Context: an optimization exercise on an open-source flow, tuned for small area, a short achievable clock period and few clock cycles. The choices shown serve that exercise and are no tape-out recipe. Function was checked by simulation only, so behaviour that the tests miss may differ from the original. Power and IR drop assume default switching activity.

File: design/flow/config.mk
export PLATFORM = sky130hd
export DESIGN_NAME = simple_cpu
export DESIGN_NICKNAME = simple_cpu
export VERILOG_FILES = /design/flow/design.v
export SDC_FILE = /design/flow/constraint.sdc
export NUM_CORES = 8
export LEC_CHECK = 0
export CAP_MARGIN = 20
export CORE_MARGIN = 2
export CORE_UTILIZATION = 40
export SETUP_SLACK_MARGIN = 5
export SLEW_MARGIN = 70
export SYNTH_HIERARCHICAL = 1
export SYNTH_MINIMUM_KEEP_SIZE = 50
export TNS_END_PERCENT = 20
File: design/flow/constraint.sdc
create_clock -name core_clock -period 10.0 [get_ports {clk}]
set_input_delay 2.0000 -clock core_clock [delete_from_list [all_inputs] [get_ports {clk}]]
set_output_delay 2.0000 -clock core_clock [all_outputs]
set_load 0.01 [all_outputs]
File: design/flow/design.v
module ks_adder #(
  parameter W = 32
)(
  input  [W-1:0] a,
  input  [W-1:0] b,
  input          cin,
  output [W-1:0] sum,
  output         cout
);
  localparam L = $clog2(W);
  wire [W-1:0] p0 = a ^ b;
  wire [W-1:0] g0 = a & b;
  wire [W-1:0] gl [0:L];
  wire [W-1:0] pl [0:L];
  assign gl[0] = {g0[W-1:1], g0[0] | (p0[0] & cin)};
  assign pl[0] = p0;
  genvar l, i;
  generate
    for (l = 0; l < L; l = l + 1) begin : lvl
      for (i = 0; i < W; i = i + 1) begin : bit_
        if (i >= (1 << l)) begin : node
          assign gl[l+1][i] = gl[l][i] | (pl[l][i] & gl[l][i - (1 << l)]);
          assign pl[l+1][i] = pl[l][i] & pl[l][i - (1 << l)];
        end else begin : pass
          assign gl[l+1][i] = gl[l][i];
          assign pl[l+1][i] = pl[l][i];
        end
      end
    end
  endgenerate
  wire [W:0] c = {gl[L], cin};
  assign sum  = p0 ^ c[W-1:0];
  assign cout = c[W];
endmodule
module lt_tree #(
  parameter W = 32           
)(
  input  [W-1:0] lt_bit,     
  input  [W-1:0] eq_bit,     
  output         lt
);
  localparam L = $clog2(W);
  wire [W-1:0] g [0:L];
  wire [W-1:0] p [0:L];
  assign g[0] = lt_bit;
  assign p[0] = eq_bit;
  genvar l, i;
  generate
    for (l = 0; l < L; l = l + 1) begin : lvl
      for (i = 0; i < (W >> (l + 1)); i = i + 1) begin : node
        assign g[l+1][i] = g[l][2*i+1] | (p[l][2*i+1] & g[l][2*i]);
        assign p[l+1][i] = p[l][2*i+1] & p[l][2*i];
      end
      for (i = (W >> (l + 1)); i < W; i = i + 1) begin : unused
        assign g[l+1][i] = 1'b0;
        assign p[l+1][i] = 1'b0;
      end
    end
  endgenerate
  assign lt = g[L][0];
endmodule
module add32 (
  input  [31:0] a,
  input  [31:0] b,
  output [31:0] s
);
  assign s = a + b;
endmodule
module rf_dec (
  input  [4:0]  a,
  output [31:1] y
);
  genvar i;
  generate
    for (i = 1; i < 32; i = i + 1) begin : line
      assign y[i] = (a == i);
    end
  endgenerate
endmodule
module simple_cpu
#(parameter DATA_WIDTH = 32)(
  input clk,
  input rstn,
  output [DATA_WIDTH-1:0] imem_addr,
  input  [DATA_WIDTH-1:0] imem_rdata,
  output [DATA_WIDTH-1:0] dmem_addr,
  output [DATA_WIDTH-1:0] dmem_wdata,
  output [3:0]            dmem_wstrb,
  output                  dmem_re,
  input  [DATA_WIDTH-1:0] dmem_rdata
);
wire [31:0] f_inst = imem_rdata;
wire [6:0]  f_op   = f_inst[6:0];
wire [4:0]  f_rd   = f_inst[11:7];
wire [2:0]  f_f3   = f_inst[14:12];
wire [4:0]  f_rs1  = f_inst[19:15];
wire [4:0]  f_rs2  = f_inst[24:20];
wire        f_f7b5 = f_inst[30];
wire f_is_op     = (f_op == 7'b0110011);
wire f_is_opimm  = (f_op == 7'b0010011);
wire f_is_load   = (f_op == 7'b0000011);
wire f_is_store  = (f_op == 7'b0100011);
wire f_is_branch = (f_op == 7'b1100011);
wire f_is_jalr   = (f_op == 7'b1100111);
wire f_is_jal    = (f_op == 7'b1101111);
wire f_is_lui    = (f_op == 7'b0110111);
wire f_is_auipc  = (f_op == 7'b0010111);
wire f_wr = (f_is_op | f_is_opimm | f_is_load | f_is_jalr | f_is_jal | f_is_lui | f_is_auipc)
            & (f_rd != 5'd0);
wire f_tk_eq  = f_is_branch & (f_f3 == 3'b000);
wire f_tk_ne  = f_is_branch & (f_f3 == 3'b001);
wire f_tk_lt  = f_is_branch & (f_f3 == 3'b100);
wire f_tk_ge  = f_is_branch & (f_f3 == 3'b101);
wire f_tk_ltu = f_is_branch & (f_f3 == 3'b110);
wire f_tk_geu = f_is_branch & (f_f3 == 3'b111);
wire f_alu    = f_is_opimm | (f_is_op & (~f_f7b5 | f_f3 == 3'b000 | f_f3 == 3'b101));
wire f_r_add  = f_alu & (f_f3 == 3'b000);
wire f_r_sh   = f_alu & (f_f3 == 3'b001 | f_f3 == 3'b101);
wire f_r_slt  = f_alu & (f_f3 == 3'b010);
wire f_r_sltu = f_alu & (f_f3 == 3'b011);
wire f_r_xor  = f_alu & (f_f3 == 3'b100);
wire f_r_or   = f_alu & (f_f3 == 3'b110);
wire f_r_and  = f_alu & (f_f3 == 3'b111);
wire f_sub    = (f_is_op & f_f7b5 & (f_f3 == 3'b000)) | (f_f3[2:1] == 2'b01);
wire f_sh_l   = (f_f3 == 3'b001);
wire f_sh_a   = f_f7b5;
reg [31:0] f_imm;
always @(*) begin
  if (f_is_store)
    f_imm = {{20{f_inst[31]}}, f_inst[31:25], f_inst[11:7]};
  else if (f_is_branch)
    f_imm = {{20{f_inst[31]}}, f_inst[7], f_inst[30:25], f_inst[11:8], 1'b0};
  else if (f_is_jal)
    f_imm = {{12{f_inst[31]}}, f_inst[19:12], f_inst[20], f_inst[30:21], 1'b0};
  else if (f_is_lui | f_is_auipc)
    f_imm = {f_inst[31:12], 12'b0};
  else
    f_imm = {{20{f_inst[31]}}, f_inst[31:20]};
end
reg [31:0] rv1;          
reg [31:0] rv2;          
reg [31:0] agu;          
reg [31:0] tgt;          
reg [31:0] pc4;          
reg [3:0]  c_eq;         
reg [3:0]  c_lt;         
reg        c_eq31;       
reg        c_lts31;      
reg        c_ltu31;      
reg [4:0]  rd;
reg [2:0]  funct3;
reg        wr;           
reg        is_op, is_load, is_store, is_jalr;
reg        tk_always, tk_eq, tk_ne, tk_lt, tk_ge, tk_ltu, tk_geu;
reg        r_add, r_sh, r_slt, r_sltu, r_xor, r_or, r_and, r_link, r_lui, r_auipc;
reg        sub, sh_l, sh_a;
wire [31:0] wb_data;
wire [31:0] next_pc;     
wire [31:0] rf_rd1, rf_rd2;
reg [31:0] regs [1:31];
always @(posedge clk) begin
  if (wr) regs[rd] <= wb_data;
end
wire [31:1] sel1_lo, sel1_hi, sel2_lo, sel2_hi;
rf_dec m_dec1_lo (.a(f_rs1), .y(sel1_lo));
rf_dec m_dec1_hi (.a(f_rs1), .y(sel1_hi));
rf_dec m_dec2_lo (.a(f_rs2), .y(sel2_lo));
rf_dec m_dec2_hi (.a(f_rs2), .y(sel2_hi));
reg [31:0] rf_rd1_r, rf_rd2_r;
integer ri;
always @(*) begin
  rf_rd1_r = 32'd0;
  rf_rd2_r = 32'd0;
  for (ri = 1; ri < 32; ri = ri + 1) begin
    rf_rd1_r = rf_rd1_r | {{16{sel1_hi[ri]}} & regs[ri][31:16], {16{sel1_lo[ri]}} & regs[ri][15:0]};
    rf_rd2_r = rf_rd2_r | {{16{sel2_hi[ri]}} & regs[ri][31:16], {16{sel2_lo[ri]}} & regs[ri][15:0]};
  end
end
assign rf_rd1 = rf_rd1_r;
assign rf_rd2 = rf_rd2_r;
wire f_use_rs2 = f_is_op | f_is_store | f_is_branch;
wire f_hit1 = wr & (rd == f_rs1);
wire f_hit2 = wr & (rd == f_rs2);
wire [31:0] f_rv1 = f_hit1 ? wb_data : rf_rd1;
wire [31:0] f_rv2 = f_hit2 ? wb_data : rf_rd2;
wire f_stall = (f_is_load | f_is_store | f_is_jalr) & f_hit1;
wire [31:0] f_beq = {~(f_rv1[30:0] ^ f_rv2[30:0]), 1'b1};
wire [31:0] f_blt = {~f_rv1[30:0] & f_rv2[30:0], 1'b0};
wire [3:0]  f_geq, f_glt;
genvar gi;
generate
  for (gi = 0; gi < 4; gi = gi + 1) begin : cmp_grp
    lt_tree #(.W(8)) m_glt (.lt_bit(f_blt[8*gi +: 8]), .eq_bit(f_beq[8*gi +: 8]), .lt(f_glt[gi]));
    assign f_geq[gi] = &f_beq[8*gi +: 8];
  end
endgenerate
wire [31:0] f_agu;                       
wire [31:0] f_tgt;
add32 m_agu (.a(rf_rd1),  .b(f_imm), .s(f_agu));
add32 m_tgt (.a(next_pc), .b(f_imm), .s(f_tgt));
wire [31:0] f_pc4 = next_pc + 32'd4;
always @(posedge clk) begin
  if (!rstn) begin
    pc4       <= 32'd0;
    wr        <= 1'b0;
    is_op     <= 1'b0;
    is_load   <= 1'b0;
    is_store  <= 1'b0;
    is_jalr   <= 1'b0;
    tk_always <= 1'b0;
    tk_eq     <= 1'b0;
    tk_ne     <= 1'b0;
    tk_lt     <= 1'b0;
    tk_ge     <= 1'b0;
    tk_ltu    <= 1'b0;
    tk_geu    <= 1'b0;
    r_add     <= 1'b0;
    r_sh      <= 1'b0;
    r_slt     <= 1'b0;
    r_sltu    <= 1'b0;
    r_xor     <= 1'b0;
    r_or      <= 1'b0;
    r_and     <= 1'b0;
    r_link    <= 1'b0;
    r_lui     <= 1'b0;
    r_auipc   <= 1'b0;
  end else if (f_stall) begin
    pc4       <= next_pc;
    wr        <= 1'b0;
    is_op     <= 1'b0;
    is_load   <= 1'b0;
    is_store  <= 1'b0;
    is_jalr   <= 1'b0;
    tk_always <= 1'b0;
    tk_eq     <= 1'b0;
    tk_ne     <= 1'b0;
    tk_lt     <= 1'b0;
    tk_ge     <= 1'b0;
    tk_ltu    <= 1'b0;
    tk_geu    <= 1'b0;
    r_add     <= 1'b0;
    r_sh      <= 1'b0;
    r_slt     <= 1'b0;
    r_sltu    <= 1'b0;
    r_xor     <= 1'b0;
    r_or      <= 1'b0;
    r_and     <= 1'b0;
    r_link    <= 1'b0;
    r_lui     <= 1'b0;
    r_auipc   <= 1'b0;
  end else begin
    pc4       <= f_pc4;
    wr        <= f_wr;
    is_op     <= f_is_op;
    is_load   <= f_is_load;
    is_store  <= f_is_store;
    is_jalr   <= f_is_jalr;
    tk_always <= f_is_jal | f_is_jalr;
    tk_eq     <= f_tk_eq;
    tk_ne     <= f_tk_ne;
    tk_lt     <= f_tk_lt;
    tk_ge     <= f_tk_ge;
    tk_ltu    <= f_tk_ltu;
    tk_geu    <= f_tk_geu;
    r_add     <= f_r_add;
    r_sh      <= f_r_sh;
    r_slt     <= f_r_slt;
    r_sltu    <= f_r_sltu;
    r_xor     <= f_r_xor;
    r_or      <= f_r_or;
    r_and     <= f_r_and;
    r_link    <= f_is_jal | f_is_jalr;
    r_lui     <= f_is_lui;
    r_auipc   <= f_is_auipc;
  end
  agu     <= f_agu;
  tgt     <= f_tgt;
  sub     <= f_sub;
  sh_l    <= f_sh_l;
  sh_a    <= f_sh_a;
  rd      <= f_rd;
  funct3  <= f_f3;
  rv1     <= f_rv1;
  rv2     <= f_use_rs2 ? f_rv2 : f_imm;
  c_eq    <= f_geq;
  c_lt    <= f_glt;
  c_eq31  <= ~(f_rv1[31] ^ f_rv2[31]);
  c_lts31 <= f_rv1[31] & ~f_rv2[31];
  c_ltu31 <= ~f_rv1[31] & f_rv2[31];
end
wire lt_low;
lt_tree #(.W(4)) m_lt (.lt_bit(c_lt), .eq_bit(c_eq), .lt(lt_low));
wire br_eq  = c_eq31 & (&c_eq);
wire br_lt  = c_lts31 | (c_eq31 & lt_low);
wire br_ltu = c_ltu31 | (c_eq31 & lt_low);
wire take = tk_always | (tk_eq & br_eq) | (tk_ne & ~br_eq) | (tk_lt & br_lt) |
            (tk_ge & ~br_lt) | (tk_ltu & br_ltu) | (tk_geu & ~br_ltu);
wire [31:0] target = is_jalr ? agu : tgt;
assign next_pc   = take ? target : pc4;
assign imem_addr = next_pc;
wire [31:0] op_b = rv2;
wire [32:0] sum  = {1'b0, rv1} + {1'b0, op_b ^ {32{sub}}} + {32'd0, sub};
wire        lt_u = ~sum[32];
wire        lt_s = (rv1[31] ^ op_b[31]) ? rv1[31] : sum[31];
wire [4:0]  shamt = op_b[4:0];
reg  [31:0] sh_in, sh_out;
integer k;
always @(*) begin
  for (k = 0; k < 32; k = k + 1) sh_in[k] = sh_l ? rv1[31-k] : rv1[k];
end
wire [63:0] sh_ext = {{32{sh_a & rv1[31] & ~sh_l}}, sh_in};
wire [31:0] sh_r   = sh_ext >> shamt;
always @(*) begin
  for (k = 0; k < 32; k = k + 1) sh_out[k] = sh_l ? sh_r[31-k] : sh_r[k];
end
wire [31:0] alu_out = ({32{r_add}}   & sum[31:0])
                    | ({32{r_sh}}    & sh_out)
                    | {31'd0, r_slt  & lt_s}
                    | {31'd0, r_sltu & lt_u}
                    | ({32{r_xor}}   & (rv1 ^ op_b))
                    | ({32{r_or}}    & (rv1 | op_b))
                    | ({32{r_and}}   & (rv1 & op_b))
                    | ({32{r_link}}  & pc4)
                    | ({32{r_lui}}   & op_b)
                    | ({32{r_auipc}} & tgt);
assign dmem_addr = agu;
assign dmem_re   = is_load;
reg [31:0] st_data;
reg [3:0]  st_strb;
always @(*) begin
  st_data = rv2;
  st_strb = 4'b0000;
  case (funct3[1:0])
    2'b00: begin st_data = {4{rv2[7:0]}};  st_strb = 4'b0001 << agu[1:0]; end
    2'b01: begin st_data = {2{rv2[15:0]}}; st_strb = agu[1] ? 4'b1100 : 4'b0011; end
    2'b10: begin st_data = rv2;            st_strb = 4'b1111; end
    default: ;
  endcase
end
assign dmem_wdata = st_data;
assign dmem_wstrb = is_store ? st_strb : 4'b0000;
wire [7:0]  ld_byte = agu[1] ? (agu[0] ? dmem_rdata[31:24] : dmem_rdata[23:16])
                             : (agu[0] ? dmem_rdata[15:8]  : dmem_rdata[7:0]);
wire [15:0] ld_half = agu[1] ? dmem_rdata[31:16] : dmem_rdata[15:0];
reg  [31:0] ld_data;
always @(*) begin
  case (funct3[1:0])
    2'b00:   ld_data = {{24{ld_byte[7]  & ~funct3[2]}}, ld_byte};
    2'b01:   ld_data = {{16{ld_half[15] & ~funct3[2]}}, ld_half};
    2'b10:   ld_data = dmem_rdata;
    default: ld_data = 32'd0;
  endcase
end
assign wb_data = is_load ? ld_data : alu_out;
endmodule
File: design/flow/flow/run.sh
#!/bin/bash
# Own layout flow: the standard flow (standard.sh) with two changes:
# the ports are buffered with buf_2 cells instead of the slow delay cell that
# buffer_ports picks by default, and CTS inserts no dummy loads and builds the tree from clkbuf_8 cells, up to 12 sinks per leaf.
set -euo pipefail
export BUFFER_PORTS_ARGS="-buffer_cell sky130_fd_sc_hd__buf_2"
export CTS_ARGS="-sink_clustering_enable -repair_clock_nets -dont_use_dummy_load -sink_clustering_size 12 -sink_clustering_max_diameter 60 -buf_list sky130_fd_sc_hd__clkbuf_8"
bash standard.sh > standard_flow.log 2>&1
File: design/flow/standard.sh
#!/bin/bash
# synth_recipe.tcl (not shown) runs the flow's synth.tcl, then flattens the netlist and writes it again
# the make line also repeats each setting of config.mk as NAME=value (left out here)
make -C /OpenROAD-flow-scripts/flow DESIGN_CONFIG=/design/flow/config.mk WORK_HOME=/design/flow/orfs CLKGATE_MAP_FILE= SYNTH_SCRIPT=/design/flow/synth_recipe.tcl "${@:-finish}"
==> flow_summary_export.csv, run 1 <==
group,metric,value,unit
synth,yosysTopAreaCell,"edfxtp_1",
floorplan,placementRows,144,
cts,numClockSinks,1194,
job,maxCapViolations,0,
worst_hold_path,hold_depth,3,
worst_hold_path,hp-start,"pc4[28]",
setup_path,cp_slowest_cell,"or4_4",
setup_path,cp_num_buf_inv,2,
sta,setup_ws,4890,ps
grt,grtUsageTotal,0.393,
grt,antenna_found_initial,17,
setup_path,crit_arrival,5900,ps
placed_design,port_buffers,166,
setup_path,r2r_slack,5000,ps
drt,avgRoutedWirePerCell,41.9,um
sta,finalHoldViolCount,0,
grt,grt_pass1_wl,433,mm
sta,finalSetupTns,0,ps
placed_design,hpwlAfterDp,218,mm
power_and_ir_drop,p_leak,25.0,nW
grt,grt_overflow_total,0,
drt,vias,57100,
layout,drive_gt1_frac,0.239,
setup_path,cp_max_fo,16,
grt,grt_max_degree,55,
drt,routed_wl,322,mm
floorplan,coreArea,154000,um2
synth,synth-seq-cells,1194,
sta,grt_setup_unrepaired,"yes",
setup_path,required,10780,ps
worst_hold_path,hold_end,"pc4[28]",
power_and_ir_drop,ir_drop,0.000110,V
setup_path,crit_path_max_incr_delay,590,ps
power_and_ir_drop,power_density,145,nW/um2
setup_path,r2r-end,"c_lt[2]",
placed_design,dp_cells,7517,
synth,syn_avg_cell_area,11.5,um2
worst_hold_path,hold_class,"register to register",
cts,clk_pin_slew_worst_paths,90,ps
setup_path,endpoint_kind,"register",
synth,synth_top_area_frac,0.480,
synth,yosysUniqueCellTypes,94,
synth,synth_edf_count,992,
drt,ant_nets,0,
layout,fin_cells,7691,
synth,yosysMostFrequentCell,"edfxtp_1",
setup_path,crit_family,"compound AO/OA/AOI/OAI gates",
drt,firstDrtPassIters,11,
cts,tritoncts,"done",
synth,synth_ff_type,"edfxtp_1",
setup_path,critPathMostFrequentCell,"buf_6",
layout,nets,5901,
sta,period_share,0.511,
floorplan,dieWidth,398,um
floorplan,start_util,0.403,
sta,finClkSkew,144,ps
grt,grt_pass1_vias,53200,
cts,cts.htree.levels,3,
drt,first_iter_violations,12300,
floorplan,ios,167,
drt,drc,0,
synth,syn-num-nets,5645,
setup_path,path_class,"input port to register",
placed_design,gp_congestion,1.08,
synth,synthCells,5385,
sta,holdWs,605,ps
sta,finalMaxSlewViolations,0,
sta,worst_pin_slew,527,ps
setup_path,critPathLaunchType,"input port",
cts,numCtsBuffers,119,
floorplan,die_area,158000,um2
run_status,status,"timing/DRC/antenna clean",
sta,setup_viol,0,
cts,insertion_delay,960,ps
drt,vias_per_cell,7.43,
sta,maxSlewHeadroom,0.649,
setup_path,r2r_start,"sub",
synth,yosysWarnings,9,
synth,synthArstFlopShare,0,
sta,period_minus_slack,5110,ps
synth,ys_seq_area_frac,0.545,
sta,fmax,0.196,GHz
floorplan,die_h,398,um
setup_path,cp_cell_sequence,"buf_6 -> or2_4 -> nor2_2 -> buf_6 -> a222oi_1 -> nand3_1 -> or4_4 -> ha_4 -> o211ai_1 -> o21ai_2 -> o21bai_4 -> a22oi_4 -> a311oi_4 -> o311a_1 -> or3_1",
synth,synth_area,62100,um2
synth,yosys-top-cells-count,"edfxtp_1 (992), a22oi_1 (515), clkbuf_1 (377)",
setup_path,ff2ff_path_depth,19,
placed_design,dp_slack,3470,ps
synth,synth_area_leaders,"edfxtp_1 (48%), dfxtp_1 (6.5%), a22oi_1 (6.2%), ha_1 (3.8%), a221oi_1 (3.3%)",
cts,cts_root_buffer,"clkbuf_8",
layout,syn_to_final_growth,16.4,%
cts,clockBufferDepth,3,
==> logic make-up after synthesis <==
logic type | Yosys count | synth area share
simple gates | 1315 | 0.105
xor+xnor | 143 | 0.0202
compound gates | 1813 | 0.218
fa+ha+maj | 194 | 0.0394
buf+inv | 567 | 0.0361
flops | 1194 | 0.545
mux | 159 | 0.0369
==> per-layer routing <==
| metal | track usage | up-vias | share of wire |
|---|---|---|---|
| li1 | - | 21900 | - |
| met1 | 0.470 | 27500 | 0.33 |
| met2 | 0.563 | 5936 | 0.41 |
| met3 | 0.163 | 1760 | 0.16 |
| met4 | 0.294 | 28 | 0.097 |
| met5 | 0.00484 | - | 0.00088 |
==> modules after synthesis, one instance, submodules excluded <==
module	copies in the design	flip-flops and latches	cells inside	cell area, um2
simple_cpu	1	1194	4719	57800
add32	2	0	241	1740
rf_dec	4	0	46	218
==> where the power goes <==
group	switching [mW]	internal (mW)
clock	1.67	1.05
sequential	0.273	5.43
combinational	1.31	0.780
==> worst register-to-register path, cell delays in order, from the launching register on <==
cell	delay (ps)
dfxtp_2	330
buf_12	170
xor2_1	260
ha_1	430
a21oi_1	430
nand2_1	90
o21ai_1	340
o211ai_1	170
buf_4	190
a31oi_1	260
mux2_2	420
a31oi_2	200
buf_6	310
nor2_1	140
or2_2	300
ha_1	310
a21o_1	170
a21o_1	170
a21oi_1	120
o21ai_0	120
==> what timing repair did <==
| item | CTS | global route |
|---|---|---|
| pin swaps | 11 | 34 |
| gates cloned | 1 | 0 |
| setup buffers | 10 | 15 |
| resized for setup | 96 | 102 |
| setup endpoints to repair | 54 | 54 |
| hold buffers | 0 | 0 |
==> worst max path at each step <==
stage	start	end	slack, ps	cells after the start
final	imem_rdata[19]	agu[31]	4890	15
after global routing	imem_rdata[16]	agu[26]	4850	16
after CTS	c_eq[2]	imem_addr[2]	4980	8
after detailed placement	imem_rdata[17]	agu[31]	3470	17
after global placement	imem_rdata[18]	agu[31]	3440	17
after floorplan	imem_rdata[19]	agu[31]	4730	16
==> layout by cell type, fill, tap and decap left out, types with 25 or more instances in the layout <==
master	instances
o211ai_1	32
a21oi_1	186
nor2_4	89
buf_4	239
buf_12	28
xor2_1	81
buf_2	176
a22o_1	213
a21o_1	91
or4_4	28
a22oi_1	512
mux4_2	43
and2_1	36
inv_1	121
o21ai_0	146
buf_6	71
nand2b_1	27
xnor2_1	58
a222oi_1	71
mux2i_1	60
dfxtp_2	41
mux2_2	44
edfxtp_1	992
nor2_1	174
nand4_1	127
or2_2	27
a211oi_1	28
a221oi_1	212
nor3_1	38
nand3b_1	28
nor2_2	81
dfxtp_1	158
ha_1	163
nand3_1	201
a21oi_2	28
clkbuf_8	120
nand2_1	276
buf_8	25
==> state kept, by name, summed over array words and instances (netlist names), 3 cells and up <==
register and count:
regs 992, c_lt 4, tgt 32, c_eq 4, pc4 32, rv1 32
agu 32, rv2 32, funct3 3, rd 5
==> area by class of cell <==
class | count | area, um2
flip-flops and latches | 1194 | 33900
fillers | 13800 | 81800
well taps | 2044 | 2560
repair buffers | 567 | 4830
diodes | 8 | 20.0
multi-input cells | 3624 | 28800
clock buffers | 119 | 1640
inverters | 135 | 523
==> per-stage QoR <==
stage               utilization  total power, mW  instance area (um2)
CTS                       0.462             10.3                71200
floorplan                     -             6.78                62800
global route              0.469             10.7                72300
detailed placement        0.448             7.67                69000
global placement          0.432             7.60                66500
finish                    0.469             10.5                72300
Testbench counts, summed over its fixed seeds: cycles 1,992,704.
==> run 2: changes to the inputs <==
--- a/design/flow/config.mk
+++ b/design/flow/config.mk
@@ -7,3 +7,3 @@
 export LEC_CHECK = 0
-export CAP_MARGIN = 20
+export CAP_MARGIN = 50
 export CORE_MARGIN = 2
@@ -11,3 +11,3 @@
 export SETUP_SLACK_MARGIN = 5
-export SLEW_MARGIN = 70
+export SLEW_MARGIN = 50
 export SYNTH_HIERARCHICAL = 1
==> flow_summary_export.csv, run 2 <==
group,metric,value,unit
synth,syn-num-nets,5645,
layout,final_common_cell,"edfxtp_1",
layout,fillerInstances,14000,
sta,finalMaxSlewViolations,0,
grt,grtUsageTotal,0.392,
power_and_ir_drop,power_density,149,nW/um2
worst_hold_path,hold_class,"register to register",
floorplan,ios,167,
cts,numCtsBuffers,120,
sta,finClkSkew,111,ps
synth,synth_area_leaders,"edfxtp_1 (48%), dfxtp_1 (6.5%), a22oi_1 (6.2%), ha_1 (3.8%), a221oi_1 (3.3%)",
layout,largest_reg_flops,992,
synth,synth_ff_type,"edfxtp_1",
synth,ys_seq_area_frac,0.545,
cts,numClockSinks,1194,
placed_design,hpwlAfterDp,210,mm
setup_path,crit_arrival,5900,ps
sta,period_minus_slack,5160,ps
grt,grt_max_degree,55,
drt,vias,57100,
layout,syn_to_final_growth,13.3,%
synth,yosysWarnings,9,
drt,drc,0,
placed_design,port_buffers,166,
sta,grt_setup_unrepaired,"yes",
layout,final_cell_mix,"edfxtp_1 (992), a22oi_1 (514), nand2_1 (281), buf_4 (224), a221oi_1 (218)",
grt,antenna_found_initial,24,
layout,fin_util,0.457,
cts,tritoncts,"done",
setup_path,path_class,"input port to register",
power_and_ir_drop,finalPower,10.5,mW
synth,synthArstFlopShare,0,
grt,grt_pass1_vias,52700,
job,maxCapViolations,0,
sta,period_share,0.516,
synth,synth_top_area_frac,0.480,
cts,cts.htree.levels,3,
cts,cts_root_buffer,"clkbuf_8",
floorplan,start_util,0.403,
synth,synthCells,5385,
floorplan,coreArea,154000,um2
synth,yosys-top-cells-count,"edfxtp_1 (992), a22oi_1 (515), clkbuf_1 (377)",
synth,synth-seq-cells,1194,
layout,drive_gt1_frac,0.207,
floorplan,die_h,398,um
sta,fmax,0.194,GHz
setup_path,endpoint_kind,"register",
sta,worst_pin_slew,865,ps
drt,first_iter_violations,11900,
placed_design,gp_congestion,1.08,
sta,maxSlewHeadroom,0.422,
cts,clk_pin_slew_worst_paths,80,ps
synth,synth_area,62100,um2
setup_path,critPathLaunchType,"input port",
cts,insertion_delay,910,ps
sta,setup_viol,0,
synth,yosysTopAreaCell,"edfxtp_1",
drt,vias_per_cell,7.52,
synth,yosysMostFrequentCell,"edfxtp_1",
synth,synth_edf_count,992,
grt,grt_pass1_wl,431,mm
power_and_ir_drop,p_leak,24.4,nW
drt,avgRoutedWirePerCell,42.3,um
cts,postCtsHoldBufs,0,
grt,grt_overflow_total,0,
floorplan,die_area,158000,um2
layout,regMostFlops,"regs",
setup_path,cp_max_fo,18,
floorplan,dieWidth,398,um
cts,clockBufferDepth,3,
synth,syn_avg_cell_area,11.5,um2
setup_path,required,10740,ps
drt,ant_nets,0,
floorplan,placementRows,144,
layout,nets,5805,
power_and_ir_drop,ir_drop,0.000125,V
drt,firstDrtPassIters,11,
synth,yosysUniqueCellTypes,94,
run_status,status,"timing/DRC/antenna clean",
sta,finalSetupTns,0,ps
drt,routed_wl,321,mm
sta,finalHoldViolCount,0,
[run 2: changes by cell type in the layout (fill, tap and decap cells not counted), moves of 7 or more]
cell / before / now
buf_1: 7 / 0
buf_12: 28 / 10
buf_16: 10 / 2
buf_2: 176 / 162
buf_4: 239 / 224
buf_6: 71 / 46
dfxtp_1: 158 / 190
dfxtp_2: 41 / 12
inv_2: 4 / 11
nor2_1: 174 / 181
nor2_2: 81 / 94
nor2_4: 89 / 69
o21ai_0: 146 / 157
[run 2: worst max-delay path, stage by stage]
cell and delay, ps:
buf_8 150, nand3b_1 220, buf_4 160, nor2_2 50, buf_6 180, a22o_1 210, a221oi_1 200, nand3_1 130
or4_4 620, ha_4 310, o21a_2 190, o211ai_1 90, o21bai_4 220, a22oi_4 270, a311oi_4 170, o311a_1 310
or3_1 340
[run 2: path summary, 6_finish.rpt]
path / startpoint / endpoint / slack (ps) / cells after the start
max reg2reg: rv2[0] / c_lt[3] / 5080 / 14
min reg2reg: pc4[31] / pc4[31] / 620 / 3
max: imem_rdata[15] / agu[31] / 4840 / 17
min: pc4[31] / pc4[31] / 620 / 3
[run 2: through the flow]
| step | setup WS [ps] | cell area (um2) | instances | hold slack, ps |
|---|---|---|---|---|
| finish | 4840 | 70400 | 7594 | 616 |
| global route | 4810 | 70400 | 7589 | 665 |
| CTS | 4940 | 69400 | 7545 | 614 |
| detailed placement | 3410 | 67100 | 7408 | 606 |
| global placement | 3440 | 66500 | 7384 | 586 |
| floorplan | 4730 | 62800 | 5385 | 528 |
[run 2: where the power goes]
part / internal [mW] / switching, mW
Clock: 1.05 / 1.67
Sequential: 5.43 / 0.274
Combinational: 0.761 / 1.29
Total: 7.24 / 3.23
[run 2: cell type report]
type	instances	area (um2)	share of cell area
clock buffers	120	1650	0.0235
multi-input cells	3624	28100	0.399
diodes	7	17.5	0.000249
well taps	2044	2560	0.0363
repair buffers	470	3680	0.0523
inverters	135	507	0.00720
flip-flops and latches	1194	33800	0.481
[run 2: cells by family after synthesis]
group / after synthesis / synth area share
muxes: 159 / 0.0369
adders and majority gates: 194 / 0.0394
xor gates and xnor gates: 143 / 0.0202
and+or+nand+nor: 1315 / 0.105
buffers and inverters: 567 / 0.0361
AOI/OAI and AO/OA: 1813 / 0.218
DFF: 1194 / 0.545
[run 2: Yosys stat by module, one instance, submodules excluded]
module | flops+latches | cell area, um2 | cells | times used
rf_dec | 0 | 218 | 46 | 4
add32 | 0 | 1740 | 241 | 2
simple_cpu | 1194 | 57800 | 4719 | 1
[run 2: metal layers]
| metal | share of wire | wire (um) | up-vias | track usage |
|---|---|---|---|---|
| met5 | 0.0012 | 380 | - | 0.00424 |
| met4 | 0.10 | 32300 | 30 | 0.294 |
| met3 | 0.16 | 51700 | 1759 | 0.150 |
| met2 | 0.40 | 129000 | 6087 | 0.559 |
| met1 | 0.33 | 108000 | 27500 | 0.478 |
| li1 | - | - | 21700 | - |
[run 2: repair_timing]
action | in CTS | in global routing
setup endpoints to repair | 60 | 56
resized for setup | 139 | 100
setup buffers | 16 | 37
cloned | 1 | 2
pin swaps | 13 | 30
==> run 3: changes to the inputs <==
--- a/design/flow/config.mk
+++ b/design/flow/config.mk
@@ -7,5 +7,5 @@
 export LEC_CHECK = 0
-export CAP_MARGIN = 50
+export CAP_MARGIN = 20
 export CORE_MARGIN = 2
-export CORE_UTILIZATION = 40
+export CORE_UTILIZATION = 33
 export SETUP_SLACK_MARGIN = 5
==> flow_summary_export.csv, run 3 <==
group,metric,value,unit
run_status,status,"timing/DRC/antenna clean",
sta,maxSlewHeadroom,0.397,
cts,cts.htree.levels,4,
layout,largest_reg_flops,992,
sta,finalMaxSlewViolations,0,
power_and_ir_drop,p_leak,24.7,nW
drt,first_iter_violations,11400,
grt,grt_pass1_vias,53000,
sta,grt_setup_unrepaired,"yes",
layout,regMostFlops,"regs",
placed_design,hpwlAfterDp,217,mm
sta,finalSetupTns,0,ps
synth,ys_seq_area_frac,0.545,
drt,routed_wl,331,mm
power_and_ir_drop,ir_drop,0.000141,V
cts,numCtsBuffers,131,
sta,worst_pin_slew,904,ps
drt,wl_met3,51.5,mm
drt,highest_layer,"met5",
cts,cts_root_buffer,"clkbuf_8",
synth,yosysWarnings,9,
cts,insertion_delay,960,ps
floorplan,ios,167,
synth,syn-num-nets,5645,
cts,postCtsHoldBufs,0,
synth,synth_edf_count,992,
drt,firstDrtPassIters,14,
worst_hold_path,hold_class,"register to register",
synth,synth-seq-cells,1194,
floorplan,start_util,0.331,
cts,tritoncts,"done",
synth,synth_top_area_frac,0.480,
layout,fin_cells,8082,
setup_path,cp_max_fo,10,
grt,antenna_found_initial,10,
sta,period_minus_slack,5300,ps
layout,syn_to_final_growth,15.3,%
job,maxCapViolations,0,
sta,setup_viol,0,
drt,vias,56800,
placed_design,gp_congestion,1.03,
layout,fin_area,71600,um2
sta,period_share,0.530,
synth,synth_ff_type,"edfxtp_1",
layout,drive_gt1_frac,0.210,
grt,grt_max_degree,55,
synth,synthArstFlopShare,0,
setup_path,path_class,"input port to register",
synth,yosysUniqueCellTypes,94,
setup_path,endpoint_kind,"register",
floorplan,coreArea,187000,um2
sta,setup_ws,4700,ps
setup_path,crit_arrival,6110,ps
setup_path,critPathLaunchType,"input port",
sta,finClkSkew,137,ps
synth,yosys-top-cells-count,"edfxtp_1 (992), a22oi_1 (515), clkbuf_1 (377)",
drt,met1_length,113,mm
synth,yosysTopAreaCell,"edfxtp_1",
cts,clockBufferDepth,3,
placed_design,port_buffers,166,
grt,grt_overflow_total,0,
floorplan,dieWidth,438,um
grt,grtUsageTotal,0.332,
placed_design,dp_cells,7866,
placed_design,dpl_cell_area,68000,um2
drt,drc,0,
synth,synthCells,5385,
synth,yosysMostFrequentCell,"edfxtp_1",
floorplan,placementRows,159,
cts,numClockSinks,1194,
grt,grt_pass1_wl,443,mm
layout,nets,5840,
sta,fmax,0.189,GHz
drt,ant_nets,0,
synth,syn_avg_cell_area,11.5,um2
placed_design,dp_slack,3350,ps
setup_path,required,10800,ps
synth,synth_area,62100,um2
layout,final_cell_mix,"edfxtp_1 (992), a22oi_1 (514), nand2_1 (282), buf_4 (235), a221oi_1 (220)",
synth,synth_area_leaders,"edfxtp_1 (48%), dfxtp_1 (6.5%), a22oi_1 (6.2%), ha_1 (3.8%), a221oi_1 (3.3%)",
floorplan,die_h,438,um
drt,avgRoutedWirePerCell,41.0,um
sta,finalHoldViolCount,0,
drt,met2_length,137,mm
layout,final_common_cell,"edfxtp_1",
drt,vias_per_cell,7.03,
power_and_ir_drop,power_density,148,nW/um2
cts,clk_pin_slew_worst_paths,80,ps
floorplan,die_area,192000,um2
==> run 3: cells by family (layout without fill, tap and decap cells) <==
group           count (synthesis)  after routing  synth area share
simple gates                 1315           1315             0.105
xor+xnor                      143            143            0.0202
fa+ha+maj                     194            194            0.0394
compound gates               1813           1813             0.218
flops                        1194           1194             0.545
buf+inv                       567            760            0.0361
mux                           159            159            0.0369
other cells                     0              9                 0
==> run 3: power breakdown <==
group,leakage [nW],switching (mW),internal [mW],total [mW]
registers,10.5,0.250,5.43,5.68
clock network,0.942,1.73,1.16,2.89
logic,13.2,1.29,0.756,2.05
total,24.7,3.27,7.35,10.6
==> run 3: cell type report <==
cell class,instances,area [um2]
clock buffer,131,1800
tap,2495,3120
multi-input combinational,3624,28200
sequential,1194,33800
antenna,9,22.5
inverter,135,512
fill,18000,116000
timing repair buffer,494,4150
==> run 3: per-layer routing <==
layer	GRT usage	up-vias
met1	0.396	27700
met5	0.000744	-
met3	0.139	1688
met2	0.485	5687
li1	-	21800
met4	0.226	14
==> run 3: final timing paths <==
check                       from      end  slack, ps  cells after the start
hold reg to reg           pc4[0]   pc4[0]        670                      3
setup reg to reg          rv2[0]  c_lt[3]       4860                     14
setup / recovery  imem_rdata[19]  agu[31]       4700                     17
hold / removal            pc4[0]   pc4[0]        670                      3
==> run 3: modules after synthesis (local to each module, per instance) <==
| module | flip-flops and latches | copies in the design | cells | cell area, um2 |
|---|---|---|---|---|
| rf_dec | 0 | 4 | 46 | 218 |
| simple_cpu | 1194 | 1 | 4719 | 57800 |
| add32 | 0 | 2 | 241 | 1740 |
==> run 3: metrics by stage <==
| step | power, mW | utilization | hold WS, ps |
|---|---|---|---|
| detailed placement | 7.62 | 0.363 | 617 |
| CTS | 10.5 | 0.378 | 606 |
| global placement | 7.60 | 0.358 | 594 |
| floorplan | 6.78 | - | 528 |
| global route | 10.9 | 0.382 | 714 |
| finish | 10.6 | 0.382 | 667 |
==> run 3: worst max-delay path, stage by stage <==
cell      delay [ps]
buf_8            140
or2_4            310
nor2_2           660
buf_4            480
a221oi_1         150
nand4_1          170
nor3_4            40
buf_4            170
inv_1            150
ha_4             210
o21a_4           170
o211ai_1          80
o21bai_4         210
a22oi_4          280
a311oi_4         150
o311a_1          320
or3_1            360
==> run 3: timing repair <==
item                       CTS  global route
gates resized for setup    162            83
gates cloned                 3             0
setup endpoints to repair  160            59
pin swaps                   22            37
buffers inserted            43            29
==> run 4: changes to the inputs <==
--- a/design/flow/config.mk
+++ b/design/flow/config.mk
@@ -9,3 +9,3 @@
 export CORE_MARGIN = 2
-export CORE_UTILIZATION = 33
+export CORE_UTILIZATION = 53
 export SETUP_SLACK_MARGIN = 5
==> flow_summary_export.csv, run 4 <==
group,metric,value,unit
setup_path,path_class,"input port to register",
cts,clockBufferDepth,3,
layout,regMostFlops,"regs",
worst_hold_path,hold_end,"pc4[28]",
setup_path,r2r_start,"sh_l",
drt,drc,0,
synth,syn-num-nets,5645,
power_and_ir_drop,p_sw,3.21,mW
grt,grt_max_degree,55,
sta,maxSlewHeadroom,0.387,
layout,largest_reg_flops,992,
synth,synth_xor_area_frac,0.0202,
power_and_ir_drop,power.share.switching,0.304,
placed_design,dp_slack,3440,ps
grt,grtUsageTotal,0.509,
setup_path,critPathLaunchType,"input port",
synth,synthMuxAreaShare,0.0369,
sta,worst_pin_slew,912,ps
sta,setup_ws,4790,ps
floorplan,start_util,0.534,
cts,numClockSinks,1194,
synth,yosysMostFrequentCell,"edfxtp_1",
synth,yosys-top-cells-count,"edfxtp_1 (992), a22oi_1 (515), clkbuf_1 (377)",
cts,cts.htree.levels,4,
placed_design,dpl_cell_area,66700,um2
sta,setup_viol,0,
cts,cts_root_buffer,"clkbuf_8",
synth,synthAdderAreaFrac,0.0394,
floorplan,die_h,346,um
setup_path,endpoint_kind,"register",
drt,routed_wl,315,mm
grt,grt_overflow_total,0,
setup_path,r2r-end,"c_lt[3]",
power_and_ir_drop,seqPwrFrac,0.538,
placed_design,port_buffers,166,
drt,ant_nets,0,
placed_design,hpwlAfterDp,202,mm
synth,synth-seq-cells,1194,
grt,antenna_found_initial,15,
synth,synth_edf_count,992,
synth,synth_top_area_frac,0.480,
cts,numCtsBuffers,131,
floorplan,die_area,120000,um2
sta,finClkSkew,162,ps
power_and_ir_drop,ir_drop,0.000136,V
power_and_ir_drop,power_density,151,nW/um2
sta,finalMaxSlewViolations,0,
power_and_ir_drop,p_int,7.36,mW
job,maxCapViolations,0,
layout,drive_gt1_frac,0.210,
cts,tritoncts,"done",
setup_path,crit_arrival,5950,ps
synth,syn_avg_cell_area,11.5,um2
cts,clk_pin_slew_worst_paths,60,ps
synth,synth_area_leaders,"edfxtp_1 (48%), dfxtp_1 (6.5%), a22oi_1 (6.2%), ha_1 (3.8%), a221oi_1 (3.3%)",
synth,synthArstFlopShare,0,
synth,yosysTopAreaCell,"edfxtp_1",
setup_path,required,10740,ps
sta,period_share,0.521,
sta,fmax,0.192,GHz
power_and_ir_drop,p_leak,24.6,nW
cts,insertion_delay,920,ps
grt,grt_pass1_vias,52600,
worst_hold_path,hold_class,"register to register",
layout,nets,5831,
drt,vias,57600,
layout,fin_area,70200,um2
sta,period_minus_slack,5210,ps
sta,grt_setup_unrepaired,"yes",
sta,finalSetupTns,0,ps
floorplan,ios,167,
power_and_ir_drop,clockPowerShare,0.269,
synth,yosysUniqueCellTypes,94,
floorplan,coreArea,116000,um2
synth,synth_top_family_by_area,"compound AO/OA/AOI/OAI gates",
sta,holdWs,647,ps
synth,yosys.area_share.simple,0.105,
grt,grt_pass1_wl,423,mm
drt,first_iter_violations,13200,
placed_design,gp_congestion,1.10,
floorplan,placementRows,125,
worst_hold_path,hp-start,"pc4[28]",
synth,synth_area,62100,um2
synth,ys_seq_area_frac,0.545,
power_and_ir_drop,share_comb_of_total_power,0.193,
sta,finalHoldViolCount,0,
worst_hold_path,hold_depth,3,
floorplan,dieWidth,346,um
setup_path,ff2ff_path_depth,13,
setup_path,cp_max_fo,19,
synth,yosysWarnings,9,
synth,synth_compound_area_frac,0.218,
layout,syn_to_final_growth,13.0,%
setup_path,r2r_slack,4980,ps
power_and_ir_drop,finalPower,10.6,mW
drt,firstDrtPassIters,17,
run_status,status,"timing/DRC/antenna clean",
layout,final_cell_mix,"edfxtp_1 (992), a22oi_1 (513), nand2_1 (282), buf_4 (223), a22o_1 (213)",
drt,avgRoutedWirePerCell,44.3,um
layout,final_common_cell,"edfxtp_1",
synth,synth_ff_type,"edfxtp_1",
synth,synthCells,5385,
drt,vias_per_cell,8.12,
run 4: cell counts after synthesis:
No cell type changed its count.
run 4: layer usage:
layer / wire (um) / vias to the layer above / GRT usage
li1: - / 21800 / -
met1: 101000 / 27400 / 0.605
met2: 125000 / 6521 / 0.707
met3: 57500 / 1920 / 0.257
met4: 31200 / 32 / 0.369
met5: 560 / - / 0.0196
run 4: what timing repair did:
item                       CTS  global route
hold buffers                 0             0
pin swaps                   11            44
setup buffers               24            40
gates resized for setup    107           137
setup endpoints to repair   95            93
gates cloned                 1             0
run 4: per-module statistics from Yosys (local to each module, per instance):
| module | area (um2) | flops+latches |
|---|---|---|
| add32 | 1740 | 0 |
| simple_cpu | 57800 | 1194 |
| rf_dec | 218 | 0 |
run 4: logic make-up after synthesis:
family          Yosys count
fa+ha+maj               194
buf+inv                 567
flops                  1194
simple gates           1315
compound gates         1813
xor+xnor                143
mux                     159
run 4: critical path: stages:
cell	delay, ps
buf_2	450
or3b_4	500
nor2_2	660
buf_4	450
a221oi_1	140
nand4_1	190
nor3_1	110
a221oi_1	510
ha_1	360
a21o_1	160
a21o_1	170
a21oi_1	140
o21ai_0	80
run 4: how the worst max path moves through the flow:
stage,depth (start not counted),slack (ps),end,startpoint
after floorplan,16,4730,agu[31],imem_rdata[19]
after global placement,17,3470,agu[31],imem_rdata[18]
after detailed placement,17,3440,agu[31],imem_rdata[18]
after CTS,18,4940,c_lt[3],rv2[0]
after global routing,16,4870,agu[31],imem_rdata[15]
final,13,4790,c_lt[3],imem_rdata[22]
run 4: final cells by class:
| type | instances | area [um2] |
|---|---|---|
| fillers | 9300 | 46000 |
| well taps | 1524 | 1910 |
| multi-input cells | 3625 | 28100 |
| diodes | 11 | 27.5 |
| repair buffers | 484 | 3960 |
| clock buffers | 131 | 1800 |
| inverters | 135 | 507 |
| flip-flops and latches | 1194 | 33800 |
run 4: power groups by stage:
stage               clock (mW)  combinational (mW)  sequential (mW)
floorplan                    0                1.14             5.64
global placement             0                1.78             5.78
detailed placement           0                1.81             5.77
CTS                       2.82                1.86             5.66
global route              3.00                2.13             5.67
finish                    2.84                2.04             5.69
run 4: metrics by stage:
step            util  std cells
2_1_floorplan      -       5385
3_3_place_gp   0.567       6858
3_5_place_dp   0.574       6894
4_1_cts        0.594       7050
5_1_grt        0.604       7095
6_report       0.604       7104
==> run 5: changes to the inputs <==
--- a/design/flow/config.mk
+++ b/design/flow/config.mk
@@ -9,3 +9,3 @@
 export CORE_MARGIN = 2
-export CORE_UTILIZATION = 53
+export CORE_UTILIZATION = 50
 export SETUP_SLACK_MARGIN = 5
==> flow_summary_export.csv, run 5 <==
group,metric,value,unit
run_status,status,"timing/DRC/antenna clean",
sta,grt_setup_unrepaired,"yes",
synth,synth-seq-cells,1194,
cts,numClockSinks,1194,
synth,syn_avg_cell_area,11.5,um2
floorplan,die_area,127000,um2
floorplan,coreArea,123000,um2
layout,nets,5815,
drt,vias_per_cell,7.91,
floorplan,placementRows,129,
layout,multi_input_area,28100,um2
placed_design,port_buffers,166,
setup_path,cp_cell_sequence,"buf_8 -> nand3b_1 -> buf_4 -> nor2_2 -> buf_4 -> a221oi_1 -> nand4_1 -> nor3_4 -> buf_12 -> inv_2 -> ha_4 -> o21a_1 -> o211ai_1 -> o21bai_4 -> a22oi_4 -> a311oi_4 -> o311a_1 -> or3_1",
synth,yosys-top-cells-count,"edfxtp_1 (992), a22oi_1 (515), clkbuf_1 (377)",
worst_hold_path,hp-start,"pc4[28]",
synth,yosysMostFrequentCell,"edfxtp_1",
sta,finalMaxSlewViolations,0,
setup_path,critPathMostFrequentCell,"buf_4",
synth,syn-num-nets,5645,
sta,period_share,0.516,
floorplan,start_util,0.503,
setup_path,cp_slowest_cell,"nor2_2",
setup_path,endpoint_kind,"register",
cts,tritoncts,"done",
synth,yosysTopAreaCell,"edfxtp_1",
job,maxCapViolations,0,
layout,final_common_cell,"edfxtp_1",
synth,synth_ff_type,"edfxtp_1",
setup_path,crit_arrival,5950,ps
layout,largest_reg_flops,992,
synth,synth_area_leaders,"edfxtp_1 (48%), dfxtp_1 (6.5%), a22oi_1 (6.2%), ha_1 (3.8%), a221oi_1 (3.3%)",
sta,maxSlewHeadroom,0.453,
worst_hold_path,hold_depth,3,
power_and_ir_drop,p_leak,24.4,nW
placed_design,hpwlAfterDp,208,mm
floorplan,ios,167,
power_and_ir_drop,power_density,152,nW/um2
grt,grt_pass1_wl,429,mm
sta,finalSetupTns,0,ps
synth,synth_edf_count,992,
floorplan,dieWidth,356,um
layout,regMostFlops,"regs",
cts,cts.htree.levels,4,
drt,vias,57000,
cts,cts_root_buffer,"clkbuf_8",
setup_path,crit_path_max_incr_delay,550,ps
drt,ant_nets,0,
sta,setup_viol,0,
grt,grt_pass1_vias,52500,
grt,grt_max_degree,55,
layout,fillerInstances,10300,
placed_design,gp_congestion,1.04,
drt,first_iter_violations,12000,
setup_path,cp_max_fo,18,
layout,final_cell_mix,"edfxtp_1 (992), a22oi_1 (514), nand2_1 (283), a221oi_1 (223), buf_4 (220)",
sta,finalHoldViolCount,0,
drt,routed_wl,321,mm
sta,period_minus_slack,5160,ps
drt,drc,0,
setup_path,path_class,"input port to register",
setup_path,r2r_start,"sh_l",
synth,synth_top_area_frac,0.480,
grt,grt_overflow_total,0,
setup_path,critPathLaunchType,"input port",
grt,antenna_found_initial,19,
sta,finClkSkew,145,ps
setup_path,ff2ff_path_depth,13,
setup_path,crit_start,"imem_rdata[16]",
cts,clockBufferDepth,3,
grt,grtUsageTotal,0.492,
synth,synthArstFlopShare,0,
drt,avgRoutedWirePerCell,44.5,um
synth,yosysUniqueCellTypes,94,
cts,clk_pin_slew_worst_paths,90,ps
drt,firstDrtPassIters,14,
synth,ys_seq_area_frac,0.545,
sta,worst_pin_slew,820,ps
worst_hold_path,hold_class,"register to register",
power_and_ir_drop,ir_drop,0.000135,V
layout,syn_to_final_growth,12.8,%
synth,synthCells,5385,
sta,fmax,0.194,GHz
synth,synth_area,62100,um2
floorplan,die_h,356,um
setup_path,required,10790,ps
layout,drive_gt1_frac,0.207,
cts,numCtsBuffers,134,
cts,insertion_delay,940,ps
power_and_ir_drop,finalPower,10.6,mW
synth,yosysWarnings,9,
layout,regArea,33800,um2
-- run 5: timing repair --
item,in CTS,in global routing
hold buffers,0,0
gates resized for setup,89,113
cloned,1,0
endpoints found under the setup margin,93,89
setup buffers,22,27
pin swaps,11,29
-- run 5: power breakdown --
part	switching [mW]	internal, mW	leakage (nW)
Sequential	0.264	5.43	10.5
Combinational	1.27	0.757	12.9
Clock	1.71	1.19	0.964
-- run 5: final cells by class --
cell class / instances / area share
Sequential cell: 1194 / 0.483
Multi-Input combinational cell: 3624 / 0.401
Timing Repair Buffer: 466 / 0.0531
Tap cell: 1637 / 0.0292
Clock buffer: 134 / 0.0263
Inverter: 135 / 0.00723
Antenna cell: 13 / 0.000464
-- run 5: layer usage --
metal / vias up / part of all wire / global-route usage
li1: 21800 / - / -
met1: 27300 / 0.33 / 0.594
met2: 6067 / 0.40 / 0.692
met3: 1771 / 0.17 / 0.236
met4: 32 / 0.092 / 0.333
met5: - / 0.0016 / 0.0141
-- run 5: logic make-up (layout without fill, tap and decap cells) --
family | count (synthesis) | after routing | synth area share
buffers and inverters | 567 | 735 | 0.0361
DFF | 1194 | 1194 | 0.545
other | 0 | 13 | 0
AOI/OAI and AO/OA | 1813 | 1813 | 0.218
and+or+nand+nor | 1315 | 1315 | 0.105
adders and majority gates | 194 | 194 | 0.0394
xor gates and xnor gates | 143 | 143 | 0.0202
muxes | 159 | 159 | 0.0369
-- run 5: path summary, 6_finish.rpt --
path / slack (ps) / end
min: 660 / pc4[28]
min reg2reg: 660 / pc4[28]
max reg2reg: 5160 / c_lt[3]
max: 4840 / agu[31]
-- run 5: through the flow --
step | hold slack, ps | setup slack [ps] | std cells | cell area, um2 | utilization
floorplan | 528 | 4730 | 5385 | 62800 | -
global placement | 635 | 3240 | 6966 | 66000 | 0.534
detailed placement | 630 | 3210 | 7005 | 66900 | 0.542
CTS | 651 | 4860 | 7162 | 69300 | 0.561
global route | 691 | 4790 | 7192 | 70000 | 0.567
finish | 662 | 4840 | 7203 | 70100 | 0.567
-- run 5: Yosys stat by module, one instance, submodules excluded --
module | flops+latches | area (um2)
rf_dec | 0 | 218
add32 | 0 | 1740
simple_cpu | 1194 | 57800
-- run 5: worst max-delay path: cells and delay by family --
kind | cells | cell delay (ps)
fa+ha+maj | 1 | 190
simple gates | 5 | 1350
buf+inv | 5 | 1010
compound gates | 7 | 1350
==> run 6: changes to the inputs <==
--- a/design/flow/config.mk
+++ b/design/flow/config.mk
@@ -9,3 +9,3 @@
 export CORE_MARGIN = 2
-export CORE_UTILIZATION = 50
+export CORE_UTILIZATION = 44
 export SETUP_SLACK_MARGIN = 5
==> flow_summary_export.csv, run 6 <==
group,metric,value,unit
run_status,status,"timing/DRC/antenna clean",
synth,yosys-top-cells-count,"edfxtp_1 (992), a22oi_1 (515), clkbuf_1 (377)",
worst_hold_path,hold_depth,3,
cts,tritoncts,"done",
setup_path,r2r_slack,5060,ps
placed_design,gp_congestion,1.04,
drt,routed_wl,326,mm
cts,clk_pin_slew_worst_paths,90,ps
cts,cts.htree.levels,4,
drt,highest_layer,"met5",
setup_path,r2r_start,"rv2[2]",
floorplan,die_h,380,um
synth,synth_xor_area_frac,0.0202,
cts,postCtsHoldBufs,0,
layout,syn_to_final_growth,13.0,%
sta,worst_pin_slew,880,ps
floorplan,ios,167,
grt,grt_pass1_vias,52800,
synth,synthMuxAreaShare,0.0369,
cts,clockBufferDepth,3,
synth,synth_compound_area_frac,0.218,
drt,met2_length,132,mm
drt,firstDrtPassIters,11,
worst_hold_path,hold_end,"pc4[28]",
power_and_ir_drop,finalPower,10.6,mW
setup_path,cp_max_fo,18,
drt,first_iter_violations,11800,
sta,maxSlewHeadroom,0.413,
synth,synth_area,62100,um2
floorplan,die_area,144000,um2
drt,ant_nets,0,
power_and_ir_drop,power_density,151,nW/um2
power_and_ir_drop,seqPwrFrac,0.536,
sta,period_minus_slack,5150,ps
layout,fin_area,70200,um2
power_and_ir_drop,clockPowerShare,0.272,
power_and_ir_drop,share_comb_of_total_power,0.192,
synth,syn_avg_cell_area,11.5,um2
floorplan,dieWidth,380,um
sta,period_share,0.515,
power_and_ir_drop,p_sw,3.23,mW
sta,grt_setup_unrepaired,"yes",
job,maxCapViolations,0,
cts,cts_root_buffer,"clkbuf_8",
layout,fin_util,0.502,
synth,yosysMostFrequentCell,"edfxtp_1",
synth,yosysTopAreaCell,"edfxtp_1",
cts,numClockSinks,1194,
synth,synth_ff_type,"edfxtp_1",
synth,yosysWarnings,9,
layout,final_cell_mix,"edfxtp_1 (992), a22oi_1 (514), nand2_1 (280), a221oi_1 (216), a22o_1 (213)",
placed_design,dp_slack,3390,ps
drt,met1_length,111,mm
synth,syn-num-nets,5645,
grt,grt_pass1_wl,436,mm
power_and_ir_drop,p_leak,24.4,nW
floorplan,start_util,0.444,
drt,vias_per_cell,7.69,
cts,insertion_delay,950,ps
placed_design,dpl_cell_area,67100,um2
grt,antenna_found_initial,17,
grt,grt_overflow_total,0,
power_and_ir_drop,p_int,7.36,mW
layout,largest_reg_flops,992,
drt,wl_met3,51.0,mm
setup_path,required,10790,ps
grt,grt_max_degree,50,
power_and_ir_drop,ir_drop,0.000107,V
sta,finalMaxSlewViolations,0,
drt,vias,57100,
synth,synth_edf_count,992,
layout,drive_gt1_frac,0.204,
placed_design,hpwlAfterDp,215,mm
sta,fmax,0.194,GHz
drt,drc,0,
cts,numCtsBuffers,134,
setup_path,critPathLaunchType,"input port",
setup_path,path_class,"input port to register",
synth,yosys.area_share.simple,0.105,
layout,final_common_cell,"edfxtp_1",
grt,grtUsageTotal,0.435,
synth,yosysUniqueCellTypes,94,
sta,setup_viol,0,
synth,synthArstFlopShare,0,
setup_path,crit_arrival,5950,ps
synth,synth_top_family_by_area,"compound AO/OA/AOI/OAI gates",
worst_hold_path,hp-start,"pc4[28]",
setup_path,r2r-end,"c_lt[3]",
synth,ys_seq_area_frac,0.545,
setup_path,endpoint_kind,"register",
placed_design,port_buffers,166,
sta,finalSetupTns,0,ps
sta,finalHoldViolCount,0,
floorplan,coreArea,140000,um2
drt,avgRoutedWirePerCell,43.9,um
layout,nets,5799,
synth,synth-seq-cells,1194,
sta,setup_ws,4850,ps
power_and_ir_drop,power.share.switching,0.305,
setup_path,ff2ff_path_depth,15,
synth,synthCells,5385,
sta,finClkSkew,128,ps
layout,regMostFlops,"regs",
floorplan,placementRows,137,
worst_hold_path,hold_class,"register to register",
synth,synth_top_area_frac,0.480,
synth,synth_area_leaders,"edfxtp_1 (48%), dfxtp_1 (6.5%), a22oi_1 (6.2%), ha_1 (3.8%), a221oi_1 (3.3%)",
synth,synthAdderAreaFrac,0.0394,
-- run 6: changes by cell type in the layout (fill, tap and decap cells not counted), moves of 6 or more --
cell	change
nor2_4	+6
buf_4	-17
buf_8	-7
nor2_2	-7
buf_6	+14
a221oi_1	-7
a221oi_2	+8
-- run 6: critical path, cell delays in order --
cell and delay (ps):
buf_6 180, nand3b_1 280, buf_4 170, nor2_2 30
buf_4 260, a221oi_2 360, nand4_1 190, nor3_4 190
buf_4 210, inv_1 150, ha_4 320, o21a_4 150
o211ai_1 80, o21bai_4 220, a22oi_4 260, a311oi_4 170
o311a_1 310, or3_1 360
-- run 6: what timing repair did --
action	CTS	global route
cloned	1	0
buffers inserted	9	22
resized for setup	72	138
endpoints found under the setup margin	91	101
pin swaps	4	32
-- run 6: area by class of cell --
type	count	area, um2
diodes	11	27.5
clock buffers	134	1840
fillers	12400	69700
inverters	135	515
multi-input cells	3624	28100
flip-flops and latches	1194	33800
well taps	1876	2350
repair buffers	450	3550
-- run 6: cell families (layout without fill, tap and decap cells) --
| group | Yosys count | in the layout |
|---|---|---|
| compound gates | 1813 | 1813 |
| other cells | 0 | 11 |
| flops | 1194 | 1194 |
| mux | 159 | 159 |
| xor+xnor | 143 | 143 |
| fa+ha+maj | 194 | 194 |
| simple gates | 1315 | 1315 |
| buf+inv | 567 | 719 |
-- run 6: per-module statistics from Yosys, one instance, submodules excluded --
module / cells inside / flip-flops and latches / area, um2
rf_dec: 46 / 0 / 218
add32: 241 / 0 / 1740
simple_cpu: 4719 / 1194 / 57800
-- run 6: routing by layer --
layer | track usage | up-vias
met3 | 0.178 | 1715
met4 | 0.306 | 28
met2 | 0.622 | 5944
met1 | 0.532 | 27600
met5 | 0.00430 | -
li1 | - | 21700
-- run 6: worst max-delay path by stage --
stage	end	startpoint	slack [ps]
3_5_place_dp	agu[31]	imem_rdata[18]	3390
2_1_floorplan	agu[31]	imem_rdata[19]	4730
6_report	agu[31]	imem_rdata[17]	4850
5_1_grt	tgt[31]	imem_rdata[6]	4820
4_1_cts	agu[31]	imem_rdata[16]	4770
3_3_place_gp	agu[31]	imem_rdata[18]	3340
-- run 6: power groups by stage --
stage	Clock [mW]	Combinational, mW	Sequential (mW)
6_report	2.88	2.03	5.68
5_1_grt	3.06	2.12	5.67
4_1_cts	2.88	1.88	5.66
3_5_place_dp	0	1.85	5.77
3_3_place_gp	0	1.83	5.77
2_1_floorplan	0	1.14	5.64
-- run 6: stage by stage --
step           cells  hold WS [ps]
2_1_floorplan   5385           528
3_3_place_gp    7211           604
3_5_place_dp    7244           617
4_1_cts         7388           628
5_1_grt         7417           662
6_report        7424           651
==> run 7: changes to the inputs <==
--- a/design/flow/config.mk
+++ b/design/flow/config.mk
@@ -9,3 +9,3 @@
 export CORE_MARGIN = 2
-export CORE_UTILIZATION = 44
+export CORE_UTILIZATION = 40
 export SETUP_SLACK_MARGIN = 5
==> flow_summary_export.csv, run 7 <==
group,metric,value,unit
layout,final_common_cell,"edfxtp_1",
drt,first_iter_violations,12400,
synth,synth_area,62100,um2
floorplan,placementRows,144,
setup_path,crit_arrival,5930,ps
floorplan,die_h,398,um
synth,ys_seq_area_frac,0.545,
cts,numCtsBuffers,120,
sta,finalHoldViolCount,0,
drt,drc,0,
synth,synth_area_leaders,"edfxtp_1 (48%), dfxtp_1 (6.5%), a22oi_1 (6.2%), ha_1 (3.8%), a221oi_1 (3.3%)",
cts,clk_pin_slew_worst_paths,70,ps
setup_path,ff2ff_path_depth,14,
placed_design,dp_slack,3410,ps
sta,finClkSkew,118,ps
placed_design,gp_congestion,1.08,
synth,yosysTopAreaCell,"edfxtp_1",
cts,insertion_delay,920,ps
setup_path,critPathLaunchType,"input port",
setup_path,cp_cell_sequence,"buf_8 -> nand3b_1 -> buf_4 -> nor2_2 -> buf_6 -> a222oi_1 -> nand3_1 -> or4_4 -> ha_4 -> o211ai_1 -> o21ai_2 -> o21bai_4 -> a22oi_4 -> a311oi_4 -> o311a_1 -> or3_1",
setup_path,r2r-end,"c_lt[3]",
synth,syn-num-nets,5645,
grt,grt_pass1_wl,431,mm
synth,synth_edf_count,992,
job,maxCapViolations,0,
layout,drive_gt1_frac,0.207,
power_and_ir_drop,power_density,149,nW/um2
layout,largest_reg_flops,992,
setup_path,cp_max_fo,18,
layout,regMostFlops,"regs",
grt,grtUsageTotal,0.392,
worst_hold_path,hold_class,"register to register",
setup_path,endpoint_kind,"register",
synth,yosysWarnings,9,
sta,finalSetupTns,0,ps
synth,synth_ff_type,"edfxtp_1",
floorplan,coreArea,154000,um2
power_and_ir_drop,p_leak,24.4,nW
sta,maxSlewHeadroom,0.429,
synth,synthArstFlopShare,0,
cts,cts_root_buffer,"clkbuf_8",
sta,fmax,0.193,GHz
cts,clockBufferDepth,3,
grt,grt_pass1_vias,52700,
floorplan,die_area,158000,um2
drt,vias_per_cell,7.50,
setup_path,crit_path_max_incr_delay,590,ps
sta,setup_ws,4820,ps
grt,grt_max_degree,55,
setup_path,r2r_slack,5050,ps
cts,postCtsHoldBufs,0,
setup_path,cp_slowest_cell,"or4_4",
placed_design,port_buffers,166,
layout,final_cell_mix,"edfxtp_1 (992), a22oi_1 (514), nand2_1 (281), buf_4 (224), a221oi_1 (218)",
sta,finalMaxSlewViolations,0,
drt,vias,57000,
sta,period_minus_slack,5180,ps
setup_path,cp_num_cells,16,
setup_path,cp_num_buf_inv,3,
layout,nets,5805,
grt,grt_overflow_total,0,
cts,tritoncts,"done",
drt,routed_wl,321,mm
drt,firstDrtPassIters,17,
sta,grt_setup_unrepaired,"yes",
synth,yosys-top-cells-count,"edfxtp_1 (992), a22oi_1 (515), clkbuf_1 (377)",
sta,period_share,0.518,
layout,syn_to_final_growth,13.3,%
drt,avgRoutedWirePerCell,42.3,um
floorplan,start_util,0.403,
sta,worst_pin_slew,855,ps
sta,setup_viol,0,
setup_path,crit_start,"imem_rdata[15]",
synth,yosysUniqueCellTypes,94,
layout,fin_util,0.457,
sta,holdWs,616,ps
setup_path,crit_family,"compound AO/OA/AOI/OAI gates",
setup_path,path_class,"input port to register",
placed_design,hpwlAfterDp,210,mm
synth,synth_top_area_frac,0.480,
setup_path,r2r_start,"rv2[0]",
synth,syn_avg_cell_area,11.5,um2
run_status,status,"timing/DRC/antenna clean",
drt,ant_nets,0,
grt,antenna_found_initial,24,
floorplan,dieWidth,398,um
synth,synth-seq-cells,1194,
floorplan,ios,167,
setup_path,crit_path_end,"agu[31]",
synth,yosysMostFrequentCell,"edfxtp_1",
synth,synthCells,5385,
power_and_ir_drop,ir_drop,0.000126,V
setup_path,required,10740,ps
cts,numClockSinks,1194,
cts,cts.htree.levels,3,
==> run 7: routing by layer <==
layer | share of wire | wire length (um) | vias up | track usage
li1 | - | - | 21800 | -
met1 | 0.33 | 108000 | 27400 | 0.478
met2 | 0.40 | 129000 | 5998 | 0.559
met3 | 0.16 | 51600 | 1760 | 0.150
met4 | 0.10 | 32200 | 32 | 0.294
met5 | 0.0012 | 381 | - | 0.00424
==> run 7: how the worst min path moves through the flow <==
| stage | startpoint | end | cells after the start |
|---|---|---|---|
| global placement | pc4[28] | pc4[28] | 3 |
| global route | pc4[31] | pc4[31] | 3 |
| CTS | pc4[28] | pc4[28] | 3 |
| floorplan | pc4[31] | pc4[31] | 3 |
| detailed placement | pc4[31] | pc4[31] | 3 |
| finish | pc4[31] | pc4[31] | 3 |
==> run 7: modules after synthesis (local to each module, per instance) <==
module | flip-flops and latches | cells inside | cell area, um2 | times used
add32 | 0 | 241 | 1740 | 2
simple_cpu | 1194 | 4719 | 57800 | 1
rf_dec | 0 | 46 | 218 | 4
==> run 7: worst register-to-register path, stage by stage (launching register included) <==
cell	delay, ps
dfxtp_2	540
buf_8	370
mux4_2	610
mux2_2	330
o311ai_1	640
o21ai_0	310
or3_1	450
o31ai_4	390
buf_4	190
a21oi_2	70
ha_1	340
a21o_1	170
a21o_1	170
a21oi_1	160
o21ai_0	100
==> run 7: per-stage QoR <==
step / area, um2 / total power, mW / std cells
6_report: 70400 / 10.5 / 7595
3_5_place_dp: 67100 / 7.62 / 7408
3_3_place_gp: 66500 / 7.60 / 7384
4_1_cts: 69400 / 10.3 / 7545
5_1_grt: 70400 / 10.7 / 7589
2_1_floorplan: 62800 / 6.78 / 5385
==> run 7: cell families (layout without fill, tap and decap cells) <==
logic type | Yosys count | count (layout) | share of synthesized area
buf+inv | 567 | 725 | 0.0361
simple gates | 1315 | 1315 | 0.105
other cells | 0 | 8 | 0
fa+ha+maj | 194 | 194 | 0.0394
compound gates | 1813 | 1813 | 0.218
flops | 1194 | 1194 | 0.545
mux | 159 | 159 | 0.0369
xor+xnor | 143 | 143 | 0.0202
==> run 7: what timing repair did <==
item | in CTS | in global routing
resized for setup | 139 | 100
cloned | 1 | 2
pin swaps | 13 | 30
setup endpoints to repair | 60 | 56
setup buffers | 16 | 37
==> run 7: area by class of cell <==
class / instances / area, um2
Antenna cell: 8 / 20.0
Clock buffer: 120 / 1650
Multi-Input combinational cell: 3624 / 28100
Timing Repair Buffer: 470 / 3680
Fill cell: 14000 / 83700
Sequential cell: 1194 / 33800
Tap cell: 2044 / 2560
Inverter: 135 / 507
==> run 7: power breakdown <==
part / leakage, nW / internal, mW / switching (mW) / total, mW
clock network: 0.863 / 1.05 / 1.67 / 2.72
logic: 13.0 / 0.761 / 1.28 / 2.05
registers: 10.5 / 5.43 / 0.273 / 5.70
total: 24.4 / 7.24 / 3.22 / 10.5

==> separate check: timing with driven ports <==
The flow's constraints put no driver on any port. The routed layouts listed below were extracted and timed again, unchanged, in two steps. Step 1, drivers: a clkbuf_16 drives clk and a buf_2 each remaining input, both assumed. Step 2 adds t to the input delays and takes it off the output delays; t is the mean of the earliest and latest rising clock arrival at the registers after step 1. Input paths then give back, and output paths get back, about the clock's delay inside the block. a / b / c = no drivers / after step 1 / after step 2; a / b = the first two.
run | shift t [ns] | setup WS [ns] | hold WS [ns] | slew at the worst register clock pin (ns)
run 1 | 0.968 | 4.887 / 4.854 / 3.885 | 0.605 / 0.605 / 0.605 | 0.09 / 0.09
run 2 | 0.934 | 4.840 / 4.697 / 3.762 | 0.616 / 0.616 / 0.616 | 0.09 / 0.09
run 3 | 0.974 | 4.695 / 4.714 / 3.740 | 0.667 / 0.667 / 0.667 | 0.09 / 0.09
run 4 | 0.911 | 4.793 / 4.659 / 3.748 | 0.647 / 0.647 / 0.647 | 0.09 / 0.09
run 5 | 0.942 | 4.842 / 4.827 / 3.885 | 0.662 / 0.662 / 0.662 | 0.09 / 0.09
run 6 | 0.944 | 4.847 / 4.784 / 3.839 | 0.651 / 0.651 / 0.651 | 0.10 / 0.10
run 7 | 0.938 | 4.815 / 4.685 / 3.747 | 0.616 / 0.616 / 0.616 | 0.09 / 0.09
After both steps setup and hold are still met in every run listed. The setup slack of run 2, which loses most, moves by -0.143 ns with the drivers and by -1.078 ns with both steps.
